What follows belongs to an exercise in optimizing a design on an open flow for small area, a short achievable clock period and few clock cycles; a production flow would make more cautious choices.
Where RTL was checked, it was by simulation tests only, not by an equivalence proof against the original.
Power and IR drop assume default switching activity.

Setup of the baseline:
==> flow/design.v (excerpt) <==
module zhxpu_core(
	input clk,
	input rst,
	output wire [15:0] imem_addr,
	input [15:0] imem_rdata,
	input imem_ready,
	output wire [15:0] dmem_addr,
	output wire [15:0] dmem_wdata,
	output wire dmem_we,
	output wire dmem_re,
	input [15:0] dmem_rdata,
	input dmem_ready
);
For scale: ~2,000 cells after synthesis, about 86 I/O pins, about 16,000 um2 of cells after synthesis.
export LEC_CHECK = 0
export ABC_AREA = 1
export CAP_MARGIN = 20
export CORE_MARGIN = 2
export CORE_UTILIZATION = 60
export CTS_BUF_LIST = sky130_fd_sc_hd__clkbuf_8
export SETUP_SLACK_MARGIN = 4.5
export SLEW_MARGIN = 20
export TNS_END_PERCENT = 10
create_clock -name core_clock -period 9.0 [get_ports {clk}]
run.sh (not shown) runs the stock make flow with config.mk's settings and CLKGATE_MAP_FILE= SYNTH_SCRIPT=/design/flow/synth_recipe.tcl, a recipe that flattens the netlist after the stock synthesis.
## Diff of input files: the candidate against the baseline
- swapping 4.5 for 5 in SETUP_SLACK_MARGIN
Findings:
Relative to the baseline, the required time at the worst-slack endpoint of the candidate is lower by 0.03 ns. Worst relative slew slack ended up 1.7 points higher on the candidate than on the baseline. In the candidate relative to the baseline, pin count of the biggest net entering global routing had gone down by a few percent. Diff the baseline -> the candidate: critical-path maximum fanout shrank by 6, total global routing track utilization moved down. Part of the power in combinational logic for the candidate: 2.2 points up relative to the baseline.
Function was not checked in any run of this note: the RTL went through the layout flow alone.

Another version of the RTL of zhxpu_core (not shown whole).
For scale: roughly 1700 cells after synthesis, ~280 flip-flops, roughly 86 I/O pins, about 18000 um2 of cells after synthesis.
export LEC_CHECK = 0
export ABC_AREA = 0
export CAP_MARGIN = 20
export CORE_MARGIN = 2
export CORE_UTILIZATION = 60
export CTS_BUF_LIST = sky130_fd_sc_hd__clkbuf_8
export SETUP_SLACK_MARGIN = 5
export SLEW_MARGIN = 20
export TNS_END_PERCENT = 10
create_clock -name core_clock -period 9.0 [get_ports {clk}]
standard.sh (not shown) runs the stock make flow with config.mk's settings and CLKGATE_MAP_FILE= SYNTH_SCRIPT=/design/flow/synth_recipe.tcl, a recipe that flattens the netlist after the stock synthesis.
==> flow/flow/run.sh <==
#!/bin/bash
set -euo pipefail
bash standard.sh "BUFFER_PORTS_ARGS=-buffer_cell sky130_fd_sc_hd__buf_2" SETUP_SLACK_MARGIN=6 finish > standard_flow.log 2>&1
The first run completed without violations.
Testbench counts at the start, summed over its fixed seeds: cycles 41,488.
Rerun with:
--- a/flow/config.mk
+++ b/flow/config.mk
@@ -6,5 +6,5 @@
 export NUM_CORES = 4
 export LEC_CHECK = 0
-export ABC_AREA = 0
+export ABC_AREA = 1
 export CAP_MARGIN = 20
 export CORE_MARGIN = 2
@@ -13,3 +13,3 @@
 export SETUP_SLACK_MARGIN = 5
 export SLEW_MARGIN = 20
-export TNS_END_PERCENT = 10
+export TNS_END_PERCENT = 3
Clock power barely changes.
Register-to-register slack gets better by 550 ps.
Wire length went down by 14%.
Cell count went up by about 19%.
Sequential cell count is unchanged.
Core utilization went down by 7.5 points.
Power went down by 0.80%.
Worst setup slack gets better by 450 ps.
Count of clock-buffer cells in the layout is unchanged.
Rerun with:
--- a/flow/config.mk
+++ b/flow/config.mk
@@ -10,6 +10,6 @@
 export CORE_MARGIN = 2
 export CORE_UTILIZATION = 60
-export CTS_BUF_LIST = sky130_fd_sc_hd__clkbuf_8
+export CTS_BUF_LIST = sky130_fd_sc_hd__clkbuf_16
 export SETUP_SLACK_MARGIN = 5
 export SLEW_MARGIN = 20
-export TNS_END_PERCENT = 3
+export TNS_END_PERCENT = 10
Sequential cell count is unchanged.
Count of clock-buffer cells in the layout went down by 17.
Utilization went up by 0.58 points.
Final cell count went down by 0.56%.
Rerun with:
==> flow/flow/run.sh (replaced) <==
#!/bin/bash
set -euo pipefail
bash standard.sh "BUFFER_PORTS_ARGS=-buffer_cell sky130_fd_sc_hd__buf_2" SETUP_SLACK_MARGIN=6.25 finish > standard_flow.log 2>&1
--- a/flow/config.mk
+++ b/flow/config.mk
@@ -10,5 +10,5 @@
 export CORE_MARGIN = 2
 export CORE_UTILIZATION = 60
-export CTS_BUF_LIST = sky130_fd_sc_hd__clkbuf_16
+export CTS_BUF_LIST = sky130_fd_sc_hd__clkbuf_8
 export SETUP_SLACK_MARGIN = 5
 export SLEW_MARGIN = 20
Effect:
- The changed run went through all stages and came out clean
- die area does not change
- final area came out higher by about 4%
- synthesized cell count is unchanged
- count of clock-buffer cells in the layout is higher by 17
Rerun with:
==> flow/flow/run.sh (replaced) <==
#!/bin/bash
set -euo pipefail
bash standard.sh "BUFFER_PORTS_ARGS=-buffer_cell sky130_fd_sc_hd__buf_2" SETUP_SLACK_MARGIN=5.75 finish > standard_flow.log 2>&1
The new run completed with no timing, DRC or antenna violations.
Design area is lower by 8.8%.
Sequential power is about the same.
Final cell count fell by about 4.5%.

== oak ==
zhxpu_core, a different RTL version from the one above (not shown whole).
Size in the first run: roughly 270 flip-flops, roughly 86 I/O pins.
==> flow/config.mk <==
export PLATFORM = sky130hd
export DESIGN_NAME = zhxpu_core
export DESIGN_NICKNAME = zhxpu_core
export VERILOG_FILES = /design/flow/design.v
export SDC_FILE = /design/flow/constraint.sdc
export NUM_CORES = 4
export LEC_CHECK = 0
export CAP_MARGIN = 20
export CORE_MARGIN = 2
export CORE_UTILIZATION = 40
export SLEW_MARGIN = 20
==> flow/constraint.sdc <==
create_clock -name core_clock -period 9.0 [get_ports {clk}]
set_input_delay 1.8000 -clock core_clock [delete_from_list [all_inputs] [get_ports {clk}]]
set_output_delay 1.8000 -clock core_clock [all_outputs]
set_load 0.01 [all_outputs]
run.sh (not shown) runs the stock make flow with config.mk's settings and CLKGATE_MAP_FILE= SYNTH_SCRIPT=/design/flow/synth_recipe.tcl, a recipe that flattens the netlist after the stock synthesis.
Stock flow here: none of the scripts above is used.
oak went all the way through the flow, and no timing, DRC or antenna check failed.
Testbench counts of oak, summed over its fixed seeds: cycles 41,477.
Here is what was changed in the inputs of pine compared with oak.
diff --git a/flow/config.mk b/flow/config.mk
--- a/flow/config.mk
+++ b/flow/config.mk
@@ -6,6 +6,8 @@
 export NUM_CORES = 4
 export LEC_CHECK = 0
+export ABC_CLOCK_PERIOD_IN_PS = 5000
 export CAP_MARGIN = 20
 export CORE_MARGIN = 2
 export CORE_UTILIZATION = 40
+export SETUP_SLACK_MARGIN = 4
 export SLEW_MARGIN = 20
Results
Summary: with oak as the reference, wire length in pine moved up by a few percent.
Comparing critical path depth for pine and oak, the smaller number came from oak.
Comparing pine against oak, there is no change at all in number of buffers on the longest clock path.
oak → pine: via count went up 3.2%; leakage component of the power went up by 6.8%; number of placed instances with taps included was more or less identical.
Changes in birch relative to pine:
diff --git a/flow/config.mk b/flow/config.mk
--- a/flow/config.mk
+++ b/flow/config.mk
@@ -6,8 +6,8 @@
 export NUM_CORES = 4
 export LEC_CHECK = 0
-export ABC_CLOCK_PERIOD_IN_PS = 5000
+export ABC_CLOCK_PERIOD_IN_PS = 4000
 export CAP_MARGIN = 20
 export CORE_MARGIN = 2
 export CORE_UTILIZATION = 40
-export SETUP_SLACK_MARGIN = 4
+export SETUP_SLACK_MARGIN = 5
 export SLEW_MARGIN = 20
Findings:
The lower power density of the placed cells of pine and birch is in birch. The count of non-CTS inverters in the layout of birch is lower than that of pine. On multi-input gate count, pine and birch are neck and neck. Re number of core rows: no difference whatsoever between pine and birch. As far as I/O pin count goes, birch and pine are indistinguishable; the numbers are identical. Comparing post-detailed-placement half-perimeter wirelength for pine and birch, the smaller number came from pine.

zhxpu_core, a different RTL version from the one above (not shown whole).
Size: roughly 2000 cells after synthesis, roughly 260 flip-flops, roughly 16000 µm² of cells after synthesis.
export LEC_CHECK = 0
export ABC_AREA = 1
export CAP_MARGIN = 20
export CORE_MARGIN = 2
export CORE_UTILIZATION = 60
export CTS_BUF_LIST = sky130_fd_sc_hd__clkbuf_4 sky130_fd_sc_hd__clkbuf_8
export SETUP_SLACK_MARGIN = 5
export SLEW_MARGIN = 20
export TNS_END_PERCENT = 10
create_clock -name core_clock -period 9.0 [get_ports {clk}]
standard.sh (not shown) runs the stock make flow with config.mk's settings and CLKGATE_MAP_FILE= SYNTH_SCRIPT=/design/flow/synth_recipe.tcl, a recipe that flattens the netlist after the stock synthesis.
==> flow/flow/run.sh <==
#!/bin/bash
set -euo pipefail
bash standard.sh "BUFFER_PORTS_ARGS=-buffer_cell sky130_fd_sc_hd__buf_2" finish > standard_flow.log 2>&1
The baseline completed with no timing, DRC or antenna violations.
Testbench counts at the start, summed over its fixed seeds: cycles 41,488.
Next try:
==> flow/flow/run.sh (replaced) <==
#!/bin/bash
set -euo pipefail
bash standard.sh "BUFFER_PORTS_ARGS=-buffer_cell sky130_fd_sc_hd__buf_1" finish > standard_flow.log 2>&1
- CTS_BUF_LIST: sky130_fd_sc_hd__clkbuf_4 sky130_fd_sc_hd__clkbuf_8 -> sky130_fd_sc_hd__clkbuf_8
=> Flip-flop and latch count stays the same; clock-buffer cell count falls by 11; synthesized area is unchanged.
Next try:
==> flow/flow/run.sh (replaced) <==
#!/bin/bash
set -euo pipefail
bash standard.sh "BUFFER_PORTS_ARGS=-buffer_cell sky130_fd_sc_hd__buf_2" finish > standard_flow.log 2>&1
Worst setup slack improves by 0.14 ns.
Utilization goes up by 0.41 points.
Wire length went down by 0.64%.
Via count fell by 0.40%.
Sequential share of layout area goes down by 0.22 points.
Next try:
==> flow/flow/run.sh (replaced) <==
#!/bin/bash
set -euo pipefail
bash standard.sh "BUFFER_PORTS_ARGS=-buffer_cell sky130_fd_sc_hd__buf_2" SETUP_SLACK_MARGIN=5.5 finish > standard_flow.log 2>&1
=> Core utilization came out higher by 1.1 points; wire length came out higher by a little under a tenth; via count came out higher by a few percent; total power came out higher by a few percent; critical path depth came out higher by 21; synthesized cell count does not change; setup slack got worse by 0.12 ns; clock power hardly moves; cell count came out higher slightly; register-to-register slack got worse by 0.17 ns.
Next try:
==> flow/flow/run.sh (replaced) <==
#!/bin/bash
set -euo pipefail
bash standard.sh SETUP_SLACK_MARGIN=6 finish > standard_flow.log 2>&1
Synthesized cell count does not change.
Global-route usage increases by 5.7 points.
Non-clock buffer count increases by 127.
Final cell count increases by 5.0%.
Final area increases by 11%.
Routed wire length increases by 12%.
Maximum frequency decreases by 4.2%.
Die area is unchanged.
Total power increases by 4.5%.
Worst hold slack hardly moves.
Next try:
==> flow/run.sh (new file) <==
#!/bin/bash
# synth_recipe.tcl (not shown) runs the flow's synth.tcl, then flattens the netlist and writes it again
# the make line also repeats each setting of config.mk as NAME=value (left out here)
make -C /OpenROAD-flow-scripts/flow DESIGN_CONFIG=/design/flow/config.mk WORK_HOME=/design/flow/orfs CLKGATE_MAP_FILE= SYNTH_SCRIPT=/design/flow/synth_recipe.tcl finish
removed: flow/flow/run.sh
removed: flow/standard.sh
Count of clock-buffer cells in the layout grows by 2.
Critical path depth shrinks by 5.
Maximum frequency shrinks by 0.66%.
Worst setup slack loses 0.028 ns.

## afterwards: timing with drivers on the ports
In the flow no input, the clock included, has a driving cell. The finished layouts below were timed again as built, in two steps. Step 1 sets driving cells, clkbuf_16 on the clock port and buf_2 on the other inputs (assumed; they add their load-dependent delay and slew). Step 2 moves the port delays by t, midway between the first and last clock arrival at a register: inputs arrive t later, outputs are due t later. That takes back most of the time a late clock gives input paths. Three values: ideal ports, drivers, drivers and shift; two values: the first two.
run	t (ns)	setup slack, ns	clock arrival spread, ns
the baseline	0.630	4.505 / 4.505 / 3.926	0.024 / 0.024
the candidate	0.631	4.639 / 4.639 / 4.236	0.036 / 0.037
the first run of note 2	0.650	5.321 / 5.321 / 5.107	0.044 / 0.044
the second run of note 2	0.623	5.772 / 5.723 / 5.482	0.051 / 0.051
the third run of note 2	0.615	5.761 / 5.709 / 5.514	0.016 / 0.015
the fourth run of note 2	0.635	5.639 / 5.639 / 5.608	0.047 / 0.047
the fifth run of note 2	0.616	5.663 / 5.663 / 5.266	0.052 / 0.052
oak	0.635	1.652 / 1.652 / 1.652	0.010 / 0.011
pine	0.633	4.021 / 4.021 / 3.478	0.021 / 0.021
birch	0.636	4.153 / 4.153 / 3.993	0.018 / 0.018
the first run of note 4	0.601	4.995 / 5.013 / 4.412	0.036 / 0.035
the second run of note 4	0.621	4.862 / 4.883 / 4.262	0.028 / 0.028
the third run of note 4	0.602	5.006 / 5.024 / 4.422	0.036 / 0.036
the fourth run of note 4	0.617	4.881 / 4.881 / 4.619	0.035 / 0.034
the fifth run of note 4	0.625	4.702 / 4.702 / 4.702	0.071 / 0.071
the sixth run of note 4	0.635	4.673 / 4.673 / 4.340	0.039 / 0.039
After both steps every run listed still meets setup and hold. The setup slack of the second run of note 4, which loses most, moves by +0.021 ns with the drivers and by -0.600 ns with both steps.
